Source: an optimization exercise on an open RTL-to-GDS flow (aim: small area, a short achievable clock period and few clock cycles). Production flows keep margins and buffers that such runs may drop. In this exercise RTL edits were held to simulation tests only and were not proved equivalent to the original. Power and IR drop assume default switching activity.

[flow/config.mk]
export PLATFORM = sky130hd
export DESIGN_NAME = alpacacorn
export DESIGN_NICKNAME = alpacacorn
export VERILOG_FILES = /design/flow/design.v
export SDC_FILE = /design/flow/constraint.sdc
export NUM_CORES = 4
export LEC_CHECK = 0
export CAP_MARGIN = 20
export CORE_MARGIN = 2
export CORE_UTILIZATION = 40
export SLEW_MARGIN = 20
[flow/constraint.sdc]
create_clock -name core_clock -period 2.5 [get_ports {clk_i}]
set_input_delay 0.5000 -clock core_clock [delete_from_list [all_inputs] [get_ports {clk_i}]]
set_output_delay 0.5000 -clock core_clock [all_outputs]
set_load 0.01 [all_outputs]
[flow/design.v]
module alpacacorn #(
	parameter ADR_WIDTH = 6,
	parameter DATA_WIDTH = 8
)(
	input wire clk_i,
	input wire rst_i,
	input wire [DATA_WIDTH-1:0] data_i,
	output wire [DATA_WIDTH-1:0] data_o,
	output wire [ADR_WIDTH-1:0] adr_o,
	output wire we_o
);
	reg [ADR_WIDTH-1:0] pc_reg;	 
	reg [DATA_WIDTH-1:0] a_reg;
	reg carry_reg;
	reg dec_reg;			 
	reg exe_reg;			 
	reg add_reg;			 
	wire [1:0] op = data_i[DATA_WIDTH-1:DATA_WIDTH-2];
	wire is_jcc = dec_reg & (op == 2'b11);
	wire is_sta = dec_reg & (op == 2'b10);
	wire is_alu = dec_reg & ~op[1];
	wire use_arg = dec_reg & ~(op == 2'b11 && carry_reg);
	wire fetch = ~dec_reg | is_jcc;
	wire [DATA_WIDTH:0] sum = {1'b0, a_reg} + {1'b0, data_i};
	assign adr_o = use_arg ? data_i[ADR_WIDTH-1:0] : pc_reg;
	assign we_o = is_sta;
	assign data_o = a_reg;
	always @(posedge clk_i) begin:seq
		add_reg <= op[0];
		if (rst_i) begin
			pc_reg <= 0;
			a_reg <= 0;
			carry_reg <= 0;
			dec_reg <= 0;
			exe_reg <= 0;
		end else begin
			dec_reg <= fetch;
			exe_reg <= is_alu;
			if (fetch) begin
				pc_reg <= adr_o + 1'd1;
			end
			if (exe_reg) begin
				if (add_reg) begin
					{carry_reg, a_reg} <= sum;
				end else begin
					a_reg <= ~(a_reg | data_i);
					carry_reg <= 1'b0;
				end
			end else if (is_jcc) begin
				carry_reg <= 1'b0;
			end
		end
	end
endmodule
[flow/run.sh]
#!/bin/bash
# synth_recipe.tcl (not shown) runs the flow's synth.tcl, then flattens the netlist and writes it again
# the make line also repeats each setting of config.mk as NAME=value (left out here)
make -C /OpenROAD-flow-scripts/flow DESIGN_CONFIG=/design/flow/config.mk WORK_HOME=/design/flow/orfs CLKGATE_MAP_FILE= SYNTH_SCRIPT=/design/flow/synth_recipe.tcl finish
==> summary.txt, run 1 <==
Outcome
  • Status: no timing/DRC/antenna violations

Layout
  • Layout Nets: 252
  • Max reg flops: 8
  • Ant. Diodes: 0
  • Layout cells sized above 1: 15.2%
  • Area Growth Syn to Fin: 31.0%

Yosys
  • EDFF count, synth: 0
  • Number of synthesis warnings: 1
  • Synthesized instance count: 183
  • Register area share after synthesis: between 20% and 30%
  • Synth cell types: 47
  • Synth Area per Inst: 7.90 µm²
  • Async SR Flop Fraction: 0%
  • Post-Syn Nets: 211
  • Flops & latches, synth: 18
  • Main synth FF type: dfxtp_1
  • Cell area after synthesis: 0.00145 mm²

Power
  • Worst VDD drop: 155 µV
  • Total power: just under 800 µW
  • Pleak: 0.000803 µW
  • Power Dens Cells: approximately 410 mW/mm²

Global route
  • Grt peak-use layer: met2
  • First-pass GRT wire length: 5.90 mm
  • Largest net degree at the start of global routing: 23
  • Met2 Track Usage GR: 31.4%
  • Met1 Use GR: 21.5%
  • Total GRT Usage: 17.9%
  • Number of global-route vias before repair: ~1,400
  • GR Util met3: 2.64%
  • Antenna violations before repair: 0
  • Gr ovfl total: 0

Worst setup path
  • Worst endpoint required time: 2.00 ns
  • Critical-path cell list: clkdlybuf4s50_1 > nand3_1 > and2_4 > mux2_4 > dlygate4sd2_1
  • Worst-path maximum fanout: 2
  • CP endpoint kind: output port
  • CP max stage cell: clkdlybuf4s50_1
  • Critical path type: primary input to output port
  • Slowest stage delay, CP: between 0.4 and 0.5 ns
  • Worst setup SP type: primary input
  • CP Data Arrival Time: 1.94 ns

Timing
  • RSZ-0062 raised after global routing: false
  • Fin. Hold Viols: 0
  • Worst Tran Pin Value: 0.715 ns
  • Fin crit period: ~2.4 ns
  • Hold_ws: 0.505 ns
  • Max Slew Vio Count: 0
  • Tcrit/Tclk final: about 97%
  • Worst slew margin: 52.3%
  • Setup WS post-layout: 0.0643 ns
  • Final Skew: 0.00192 ns
  • # setup viols final: 0
  • Fmax: approximately 0.4 GHz

Detailed routing
  • Routed wire length: roughly 3.6 mm
  • Routed via count: 1,465
  • # DRC: 0
  • DR vias/cell: 5.45
  • Post-route ant nets: 0
  • Initial DRT Pass Iterations: 4
  • DRT iter0 DRCs: 105
  • Avg WL per Cell: 13.2 µm

Placed design
  • Final HPWL DP: 2.76 mm
  • Gpl congestion: 0.833
  • Port bufs: 24
  • Setup Slack @ Placement: -0.196 ns

Clocking
  • Max Root-Sink Buffers: 2
  • Clk slew on worst S/H paths: 0.12 ns
  • CTS tree: built
  • Sink Count: 18
  • Hold-fix buffers, CTS: 0
  • H-tree depth: 1
  • Clk Tree Root Cell: clkbuf_4
  • Worst-Skew Late Latency: 0.30 ns
  • Num CTS Buffers: 3

Flow run
  • Max-cap viol count: 0

Floorplan
  • Initial Utilization: 42.3%
  • Die height: between 60 and 70 µm
  • Area of the core: 0.00342 mm²
  • Die boundary width: 64.1 µm
  • Die footprint: 0.00411 mm²
  • Io pins: 25
  • Site Rows: 21

Hold path
  • Hold crit path type: register to register
## per-layer routing
metal,up-vias,part of all wire (%)
met5,-,0
met2,21,48
met4,0,0.56
met1,713,48
met3,2,3.2
li1,729,-
## timing repair
action	4_1_cts	5_1_grt
pin swaps	0	1
gates resized for setup	7	1
setup buffers	0	3
endpoints found under the setup margin	6	1
## cell usage after synthesis (2+ instances only)
cell type | instances | area, µm²
a211oi_1 | 7 | 52.6
nor3b_1 | 2 | 15.0
buf_2 | 2 | 10.0
nand3_1 | 8 | 40.0
o21ai_1 | 2 | 10.0
mux2i_1 | 5 | 50.1
nor2b_1 | 4 | 25.0
dfxtp_1 | 18 | 360
nor2_1 | 17 | 63.8
nor3_1 | 6 | 30.0
xnor2_1 | 4 | 35.0
nand3b_1 | 2 | 15.0
clkbuf_1 | 4 | 15.0
inv_1 | 19 | 71.3
a31oi_1 | 2 | 12.5
a21oi_1 | 8 | 40.0
o21ai_0 | 14 | 70.1
nand2_1 | 14 | 52.6
ha_1 | 17 | 213
## power by group
part           internal (µW)  total, µW  switching, µW
sequential               306        333           27.3
combinational            125        240            116
clock                   88.9        197            108
## cell type report
type,count,area [µm²]
Fill cell,355,1520
Multi-Input combinational cell,139,993
Timing Repair Buffer,42,372
Sequential cell,18,360
Inverter,20,75.1
Tap cell,46,57.6
Clock buffer,4,36.3
## critical path, delay by kind of cell
| family | cells | cell delay (ns) |
|---|---|---|
| buffers and inverters | 2 | 0.77 |
| muxes | 1 | 0.30 |
| and+or+nand+nor | 2 | 0.36 |
## cell usage in the layout, fill, tap and decap left out, drive strengths merged, types with 2 or more instances in the layout
master and instances:
o21ai 17, a21o 2, mux2i 5, clkbuf 4, a31oi 2, dlygate4sd2 5, nand2 14, clkdlybuf4s50 18
nor2 17, nand3b 2, nand3 8, inv 20, o211ai 2, nor3b 2, dfxtp 18, nor3 7
buf 18, xnor2 4, a21oi 9, ha 17, nor2b 4, a211oi 8
## cells by family (layout without fill, tap and decap cells)
group / after synthesis / count (layout) / share of synthesized area, %
AOI/OAI and AO/OA: 49 / 49 / 23.4
adders and majority gates: 18 / 18 / 16.1
and+or+nand+nor: 61 / 61 / 21.1
muxes: 6 / 6 / 4.50
DFF: 18 / 18 / 24.9
xor gates and xnor gates: 5 / 5 / 3.03
buffers and inverters: 26 / 66 / 6.92
## metrics by stage
step	cell area, µm²	utilization, %	setup TNS (ns)	std cells
floorplan	1450	-	0	183
global placement	1830	53.6	-0.601	262
detailed placement	1830	53.6	-0.951	262
CTS	1870	54.7	0	266
global route	1890	55.5	0	269
finish	1890	55.5	0	269
## path summary, 6_finish.rpt
check                           startpoint        end  slack [ns]  cells after the start
worst max-delay path             data_i[6]   adr_o[2]        0.06                      5
worst min-delay path             pc_reg[4]  pc_reg[4]        0.50                      2
worst max register to register    a_reg[0]   a_reg[4]        0.61                      8
worst min register to register   pc_reg[4]  pc_reg[4]        0.50                      2
Testbench counts, summed over its fixed seeds: cycles 84,402.
==> inputs of run 2 (changes only) <==
==> flow/design.v (replaced) <==
module alpacacorn #(
	parameter ADR_WIDTH = 6,
	parameter DATA_WIDTH = 8
)(
	input wire clk_i,
	input wire rst_i,
	input wire [DATA_WIDTH-1:0] data_i,
	output wire [DATA_WIDTH-1:0] data_o,
	output wire [ADR_WIDTH-1:0] adr_o,
	output wire we_o
);
	reg [ADR_WIDTH-1:0] pc_reg;	 
	reg [DATA_WIDTH-1:0] a_reg;
	reg carry_reg;
	reg dec_reg;			 
	reg add_reg;			 
	reg nor_reg;			 
	reg fet_reg;			 
	wire [1:0] op = data_i[DATA_WIDTH-1:DATA_WIDTH-2];
	wire [ADR_WIDTH-1:0] arg = data_i[ADR_WIDTH-1:0];
	wire is_jcc = dec_reg & op[1] & op[0];
	wire taken = is_jcc & ~carry_reg;
	wire [DATA_WIDTH-1:0] g0 = a_reg & data_i;
	wire [DATA_WIDTH-1:0] p0 = a_reg | data_i;
	wire [DATA_WIDTH-1:0] x0 = a_reg ^ data_i;
	wire [DATA_WIDTH-1:0] g1, p1, g2, p2, g3;
	genvar i;
	generate
		for (i = 0; i < DATA_WIDTH; i = i + 1) begin:pfx
			if (i % 2 == 1) begin:l1
				assign g1[i] = g0[i] | (p0[i] & g0[i-1]);
				assign p1[i] = p0[i] & p0[i-1];
			end else begin:l1
				assign g1[i] = g0[i];
				assign p1[i] = p0[i];
			end
			if (i % 4 >= 2) begin:l2
				assign g2[i] = g1[i] | (p1[i] & g1[i-(i%4)+1]);
				assign p2[i] = p1[i] & p1[i-(i%4)+1];
			end else begin:l2
				assign g2[i] = g1[i];
				assign p2[i] = p1[i];
			end
			if (i % 8 >= 4) begin:l3
				assign g3[i] = g2[i] | (p2[i] & g2[3]);
			end else begin:l3
				assign g3[i] = g2[i];
			end
		end
	endgenerate
	wire [DATA_WIDTH:0] cy = {g3, 1'b0};
	wire do_add = add_reg & ~rst_i;
	wire do_nor = nor_reg & ~rst_i;
	wire do_hold = ~add_reg & ~nor_reg & ~rst_i;
	wire [DATA_WIDTH-1:0] base = ({DATA_WIDTH{do_nor}} & ~p0) | ({DATA_WIDTH{do_hold}} & a_reg);
	wire [DATA_WIDTH-1:0] nc0 = base | ({DATA_WIDTH{do_add}} & x0);
	wire [DATA_WIDTH-1:0] nc1 = base | ({DATA_WIDTH{do_add}} & ~x0);
	wire [DATA_WIDTH-1:0] a_next;
	generate
		for (i = 0; i < DATA_WIDTH; i = i + 1) begin:anx
			assign a_next[i] = cy[i] ? nc1[i] : nc0[i];
		end
	endgenerate
	assign adr_o = ({ADR_WIDTH{dec_reg}} & arg) | ({ADR_WIDTH{fet_reg}} & pc_reg);
	assign we_o = dec_reg & op[1] & ~op[0];
	assign data_o = a_reg;
	always @(posedge clk_i) begin:seq
		a_reg <= a_next;
		if (rst_i) begin
			pc_reg <= 0;
			carry_reg <= 0;
			dec_reg <= 0;
			fet_reg <= 1;
			add_reg <= 0;
			nor_reg <= 0;
		end else begin
			dec_reg <= ~dec_reg | taken;
			fet_reg <= dec_reg & ~taken;
			add_reg <= dec_reg & ~op[1] & op[0];
			nor_reg <= dec_reg & ~op[1] & ~op[0];
			if (fet_reg) begin
				pc_reg <= pc_reg + 1'd1;
			end else if (taken) begin
				pc_reg <= arg + 1'd1;
			end
			if (add_reg) begin
				carry_reg <= cy[DATA_WIDTH];
			end else if (nor_reg | is_jcc) begin
				carry_reg <= 1'b0;
			end
		end
	end
endmodule
==> flow/flow/run.sh (new file) <==
#!/bin/bash
# Own layout flow: the standard ORFS flow with two changes,
#  - synthesis without the full/half-adder extraction (ADDER_MAP_FILE empty),
#    so ABC maps the adder and incrementer from plain gates;
#  - port buffers of buf_1 instead of the delay-cell buffer buffer_ports
#    picks by default.
# make's output goes to flow.log; ORFS keeps each step's log under orfs/logs.
set -euo pipefail
bash standard.sh ADDER_MAP_FILE= "BUFFER_PORTS_ARGS=-buffer_cell sky130_fd_sc_hd__buf_1" finish > flow.log 2>&1
==> flow/standard.sh (new file) <==
#!/bin/bash
# synth_recipe.tcl (not shown) runs the flow's synth.tcl, then flattens the netlist and writes it again
# the make line also repeats each setting of config.mk as NAME=value (left out here)
make -C /OpenROAD-flow-scripts/flow DESIGN_CONFIG=/design/flow/config.mk WORK_HOME=/design/flow/orfs CLKGATE_MAP_FILE= SYNTH_SCRIPT=/design/flow/synth_recipe.tcl "${@:-finish}"
--- a/flow/config.mk
+++ b/flow/config.mk
@@ -6,6 +6,9 @@
 export NUM_CORES = 4
 export LEC_CHECK = 0
+export ABC_AREA = 1
 export CAP_MARGIN = 20
 export CORE_MARGIN = 2
 export CORE_UTILIZATION = 40
+export CTS_BUF_LIST = sky130_fd_sc_hd__clkbuf_8
+export SETUP_SLACK_MARGIN = 1.0
 export SLEW_MARGIN = 20
removed: flow/run.sh
==> summary.txt, run 2 <==
Outcome
  • Status: no timing/DRC/antenna violations

Clocking
  • H-tree depth: 1
  • CTS tree: built
  • Hold-fix buffers, CTS: 0
  • Max Root-Sink Buffers: 2
  • Sink Count: 19
  • Num CTS Buffers: 3
  • Worst-Skew Late Latency: between 0.2 and 0.3 ns
  • Clk slew on worst S/H paths: 0.08 ns
  • Clk Tree Root Cell: clkbuf_8

Global route
  • First-pass GRT wire length: 5.04 mm
  • Largest net degree at the start of global routing: 13
  • Gr ovfl total: 0
  • Number of global-route vias before repair: 1,164
  • Antenna violations before repair: 0
  • Total GRT Usage: 18.5%

Floorplan
  • Die footprint: between 0.003 and 0.004 mm²
  • Site Rows: 20
  • Initial Utilization: between 40 and 50%
  • Die height: 59.4 µm
  • Die boundary width: 59.4 µm
  • Area of the core: about 0.0030 mm²
  • Io pins: 25

Layout
  • Most common cell after layout, fill and taps aside: nand2_1
  • Layout cells sized above 1: approximately 20%
  • Ant. Diodes: 0
  • Most frequent cells in the layout: 37 x nand2_1, 27 x inv_1, 19 x o21ai_0
  • Max reg flops: 8
  • Utilization after layout: 50.3%
  • Layout Nets: 235
  • Area Growth Syn to Fin: 22.1%

Timing
  • Worst Tran Pin Value: 0.328 ns
  • Fin. Hold Viols: 0
  • # setup viols final: 0
  • Final Skew: 0.00449 ns
  • Worst slew margin: 78.1%
  • Post-route setup TNS: 0 ns
  • Setup WS post-layout: around 1 ns
  • Max Slew Vio Count: 0
  • Fin crit period: around 1.5 ns
  • Fmax: 0.674 GHz
  • Tcrit/Tclk final: 59.4%
  • Hold_ws: 0.462 ns
  • RSZ-0062 raised after global routing: true

Yosys
  • EDFF count, synth: 0
  • Number of synthesis warnings: 1
  • Flops & latches, synth: 19
  • Yosys top cell by area: dfxtp_1
  • Main synth FF type: dfxtp_1
  • Synth top area cells: dfxtp_1 31%, nand2_1 13%, o21ai_0 10%, inv_1 9.5%, a21oi_1 6.5%
  • Count leader, synth: nand2_1
  • Register area share after synthesis: 31.0%
  • Async SR Flop Fraction: 0%
  • Synth Area per Inst: roughly 6.4 µm²
  • Cell area after synthesis: 0.00123 mm²
  • Synth cell types: 26
  • Synthesized instance count: 192
  • Most instantiated cells after synthesis: 41 x nand2_1, 31 x inv_1, 25 x o21ai_0, 19 x dfxtp_1, 16 x a21oi_1
  • Post-Syn Nets: a little over 200
  • Top-area cell type share of the netlist area: 31.0%

Power
  • Total power: 745 µW
  • Power Dens Cells: 497 mW/mm²
  • Pleak: 0.000688 µW
  • Worst VDD drop: 415 µV

Placed design
  • Final HPWL DP: ~2.3 mm
  • Gpl congestion: roughly 0.83
  • Setup Slack @ Placement: 0.657 ns
  • Port bufs: 24

Worst setup path
  • R2R Setup Slk: about 1.1 ns
  • Worst endpoint required time: about 2.0 ns
  • CP endpoint kind: output port
  • Critical path type: register to output port
  • CP Data Arrival Time: 0.98 ns
  • Reg2reg path depth: 8
  • Worst-path maximum fanout: 7
  • Worst setup SP type: register

Detailed routing
  • Initial DRT Pass Iterations: 4
  • Routed wire length: 2.98 mm
  • Post-route ant nets: 0
  • Avg WL per Cell: between 10 and 15 µm
  • # DRC: 0
  • DR vias/cell: 5.02
  • Routed via count: 1,291
  • DRT iter0 DRCs: between 40 and 50

Hold path
  • Hold crit path type: primary input to register
  • Hold Path Depth: 2

Flow run
  • Max-cap viol count: 0
-- run 2: cell count changes after synthesis, sizes merged, moves of 3 or more --
| cell | delta |
|---|---|
| a211oi | -8 |
| a21oi | +7 |
| clkbuf | -4 |
| ha | -17 |
| inv | +11 |
| mux2i | -5 |
| nand2 | +31 |
| nand3 | +5 |
| nor2b | -4 |
| nor3 | -6 |
| o21ai | +13 |
| o22ai | +4 |
| xnor2 | -3 |
-- run 2: worst paths after layout --
| check | startpoint | to |
|---|---|---|
| max | fet_reg | adr_o[0] |
| max reg2reg | fet_reg | pc_reg[4] |
| min reg2reg | carry_reg | carry_reg |
| min | data_i[7] | nor_reg |
-- run 2: stage by stage --
step | area (µm²) | cells
6_report | 1500 | 257
5_1_grt | 1500 | 257
4_1_cts | 1430 | 255
3_5_place_dp | 1340 | 248
3_3_place_gp | 1340 | 248
2_1_floorplan | 1230 | 192
-- run 2: area by class of cell --
type	instances	area, µm²
clock buffer	3	41.3
clock inverter	1	5.00
fill	321	1480
inverter	32	125
multi-input combinational	139	749
sequential	19	385
tap	33	41.3
timing repair buffer	30	151
-- run 2: worst max-delay path, stage by stage, from the launching register on --
cell and delay, ns:
dfxtp_4 0.42, nand2_1 0.09, o21ai_0 0.07, buf_2 0.15
-- run 2: logic make-up after synthesis --
family                    Yosys count  synth area share, %
and+or+nand+nor                    80                 29.6
AOI/OAI and AO/OA                  55                 25.0
buffers and inverters              34                 11.6
DFF                                19                 31.0
xor gates and xnor gates            4                 2.85
-- run 2: repair_timing --
item / CTS / global route
endpoints found under the setup margin: 15 / 14
resized for setup: 14 / 25
hold endpoints to repair: 0 / 0
buffers inserted: 3 / 2
pin swaps: 0 / 5
-- run 2: power by group --
part | internal [µW] | switching (µW) | total [µW]
Clock | 111 | 105 | 215
Sequential | 323 | 17.2 | 340
Combinational | 72.8 | 117 | 189
Total | 506 | 239 | 745
-- run 2: metal layers --
metal | track usage, % | vias up | part of all wire, %
met3 | 3.28 | 2 | 5.2
met4 | 2.92 | 0 | 0.64
met1 | 26.0 | 560 | 48
met5 | 0 | - | 0
li1 | - | 698 | -
met2 | 30.0 | 31 | 46
Testbench counts of run 2, summed over its fixed seeds: cycles 84,964.

[separate check: timing with driven ports]
The flow's constraints put no driver on any port. The routed layouts listed below were extracted and timed again, unchanged, in two steps. Step 1: set_driving_cell puts a clkbuf_16 on clk_i and a buf_2 on each other input, an assumption about the parent block. Step 2 also shifts input and output timing later by t, the mid clock arrival at the registers, as if the neighbouring blocks saw the same clock. Slacks: ideal / step 1 / step 2; pairs: ideal / step 1.
run | t (ns) | setup slack, ns | slew at the worst register clock pin (ns)
run 1 | 0.326 | 0.064 / 0.039 / -0.022 | 0.12 / 0.12
run 2 | 0.276 | 1.015 / 0.992 / 0.866 | 0.08 / 0.08
Met with ideal ports but missed after step 2: setup timing in run 1. The setup slack of run 2, which loses most, moves by -0.023 ns with the drivers and by -0.149 ns with both steps.
